This design comes from an exercise in tuning for small area, a short achievable clock period and few clock cycles on the open sky130 flow, not from production work. Only simulation tests tie the RTL to the original design; equivalence was not proved.

`flow/run.sh`:
```
#!/bin/bash
# synth_recipe.tcl (not shown) runs the flow's synth.tcl, then flattens the netlist and writes it again
# the make line also repeats each setting of config.mk as NAME=value (left out here)
make -C /OpenROAD-flow-scripts/flow DESIGN_CONFIG=/design/flow/config.mk WORK_HOME=/design/flow/orfs CLKGATE_MAP_FILE= SYNTH_SCRIPT=/design/flow/synth_recipe.tcl finish
```
`flow/config.mk`:
```
export PLATFORM = sky130hd
export DESIGN_NAME = macci
export DESIGN_NICKNAME = macci
export VERILOG_FILES = /design/flow/design.v
export SDC_FILE = /design/flow/constraint.sdc
export NUM_CORES = 4
export LEC_CHECK = 0
export CAP_MARGIN = 20
export CORE_MARGIN = 2
export CORE_UTILIZATION = 40
export SLEW_MARGIN = 20
```
`flow/constraint.sdc`:
```
create_clock -name core_clock -period 11.0 [get_ports {clk}]
set_input_delay 2.2000 -clock core_clock [delete_from_list [all_inputs] [get_ports {clk}]]
set_output_delay 2.2000 -clock core_clock [all_outputs]
set_load 0.01 [all_outputs]
```
`flow/design.v`:
```
module macci(input  wire  clk,
             input  wire  clk_en,
             input  wire  reset,
             input  wire  [7:0]  n,
             input  wire  start,
             output reg   done,
             input  wire  [31:0] dataa,
             input  wire  [31:0] datab,
             output reg   [31:0] result);
  reg signed [31:0] acc;
  always @(posedge clk or posedge reset)
  begin
    if (reset) 
    begin
      acc <= 32'h0; 
      done <= 1'b0;
    end
    else begin
    done <= 1'b0;
    if (clk_en & start & (n == 8'd1))
        begin
            acc  <= acc + (dataa * datab);
            done <= 1'b1;
        end
    else if (clk_en & start & (n == 8'd2))
        begin
            result <= acc[31:0];
            acc <= 32'h0; 
            done <= 1'b1;
        end
    else if (clk_en & start & (n == 8'd3))
        begin
            acc  <= dataa * datab;
            done <= 1'b1;
        end
    end
end
endmodule
```
==> impl_metrics.toml <==
[worst_setup_path]
worst_path_max_delay_cell = "clkdlybuf4s50_1"
crit_path_end_kind = "flip-flop"
crit_path_start_kind = "input pin"
cp.required_ps = 11220
worstPathArrival_ps = 10730
startpoint = "datab[2]"
r2r_start = "acc[0]"
crit_type = "input pin to flip-flop"
max_stage_delay_ps = 590
path_max_fanout = 12
crit_top_cell = "fa_1"

[route]
drcViolationCount = 0
routed_via_density = 5.032
routed_wl_um = 55440
antenna_left = 0
vias = 14630
avgRoutedWirePerCell_um = 19.07
drt-initial-drc-count = 772
dr.pass1.iters = 5

[logic_synthesis]
yosys.area.top_type_share_pct = 41.63
yosysTopAreaCell = "fa_1"
synth_compound_area_share_pct = 6.845
synth_edf_count = 32
seq_area_frac_synth_pct = 9.084
synthTopCellsByArea = "fa_1 42%, ha_1 9.9%, and2_1 8.8%"
synth.net_count = 2783
ys.flop_type = "dfrtp_1"
ys_types = 71
synth_mux_area_share_pct = 0.2036
synth_most_common_cell = "inv_1"
synth_cells = 2142
synth_area_sq_um = 19670
synthAdderAreaFrac_pct = 51.55
synthXorXnorAreaFrac_pct = 5.159
syn-mean-instance-area_sq_um = 9.182
yosys_warnings = 1
synth_top_family_by_area = "adder cells"
synthTopCellsByCount = "413 x inv_1, 409 x fa_1, 305 x nand2_1"
ys_seq_elements = 65
synth-simple-area-share_pct = 17.42
synthArstFlopShare_pct = 50.77

[clocking]
cts_sinks = 65
cts-root-buf = "clkbuf_16"
cts_buffers = 9
path_clk_slew_ps = 60
cts_tree = "yes"
htreeDepth = 3
clock_latency_ps = 330
clockBufferDepth = 2
cts_hold_buf = 0
ctsResizeCount = 0
post-cts-setup-buffer-count = 0

[layout]
fin_cells = 2908
drive_above_1_share_pct = 5.258
nNetsFinal = 2880
postLayoutCoreUtil_pct = 45.43
area_growth_pct = 12.60
multi_input_area_sq_um = 15980
antenna_cells = 0
design_area_sq_um = 22150
n_fill_cell = 4713
register_area_sq_um = 1787

[hold_path]
hold_class = "flip-flop to flip-flop"
hold_start = "acc[8]"

[sta]
setup_viol = 0
slew_headroom_pct = 24.76
fmax_mhz = 95.15
slew_violations = 0
rsz0062_at_grt = "false"
hold_viol_final = 0
fin_ws_ps = 490.3
tightest_slew_ps = 1124
fin_tns_setup_ps = 0
final.min_clock_period_ps = 10510
holdWs_ps = 487.5
fin_crit_sh_pct = 95.54
skew_ps = 6.458

[die]
die_area_sq_um = 50960
die_w_um = 225.7
rows = 81
core_area_sq_um = 48750
ioPinCount = 109
start_util_pct = 40.35
fp.dieH_um = 225.7

[grt]
overflow = 0
grt_usage_pct = 22.83
grt_pass1_wl_um = 89350
antenna_found_initial = 3
grt_max_degree = 34
grt_pass1_vias = 16120

[placement]
dp_hpwl_um = 47390
place_congestion = 0.8827
dp_slack_ps = 109.5
place_area_sq_um = 21830
place_inst = 2892
numPortBuffers = 108

[job]
maxCapViolations = 0

[status]
status = "finished clean"
[registers in the layout, indices dropped and copies added (netlist names)]
register / flops
acc: 32
done: 1
result: 32
[placed cells by master (no fill, tap or decap), drive strengths merged, types with 30 or more instances in the layout]
cell type | netlist | routed
clkdlybuf4s50 | 0 | 108
xnor2 | 85 | 85
a21oi | 67 | 67
nor2 | 37 | 37
edfxtp | 32 | 32
nand2 | 306 | 306
and2 | 279 | 279
buf | 5 | 74
fa | 409 | 409
inv | 413 | 413
dfrtp | 33 | 33
o21ai | 49 | 49
ha | 156 | 156
xor2 | 30 | 30
[cell type report]
type / count / share of cell area (%)
clock inverters: 6 / 0.3729
well taps: 664 / 3.751
clock buffers: 10 / 1.034
flip-flops and latches: 65 / 8.068
inverters: 413 / 7.000
repair buffers: 182 / 7.616
multi-input cells: 1568 / 72.16
[layer usage]
layer	GRT usage, %	vias up	part of all wire [%]	routed length, um
li1	-	6643	-	-
met4	7.904	6	3.9	2183
met5	0	-	0.072	40
met1	27.80	7505	39	21720
met2	41.44	359	52	29080
met3	2.888	119	4.4	2414
[final timing paths]
check,slack [ps],depth (start not counted),endpoint
max,490,30,acc[31]
min,490,0,result[8]
max reg2reg,7510,13,acc[28]
min reg2reg,490,0,result[8]
max in group asynchronous,8340,3,done
min in group asynchronous,2330,3,acc[6]
[worst max-delay path, delay by kind of cell]
kind	cells	cell delay [ps]
AOI/OAI and AO/OA	6	1390
xor gates and xnor gates	2	360
adders and majority gates	10	4640
buffers and inverters	4	990
and+or+nand+nor	8	1130
[kinds of logic (layout without fill, tap and decap cells)]
group,Yosys count,after routing
AOI/OAI and AO/OA,203,203
muxes,4,4
xor gates and xnor gates,115,115
buffers and inverters,509,611
DFF,65,65
and+or+nand+nor,681,681
adders and majority gates,565,565
Testbench counts, summed over its fixed seeds: cycles 4,883.

[afterwards: timing with drivers on the ports]
The results above use ideal ports. As a check the final layout listed here was re-extracted and re-timed, cells and wires unchanged. Step 1: set_driving_cell puts a clkbuf_16 on clk and a buf_2 on each other input, an assumption about the parent block. Step 2, shift: input delay + t, output delay - t, t = (earliest + latest rising clock arrival at the registers) / 2. This alone moves slack from input paths to output paths. Slacks: ideal / step 1 / step 2; pairs: ideal / step 1.
t (ns): 0.362
setup slack, ns: 0.490 / 0.479 / 0.117
cell pins on the clock port's net: 1
After both steps this run still meets setup and hold. For this run, drivers alone change the setup slack by -0.011 ns; drivers and shift together by -0.373 ns.
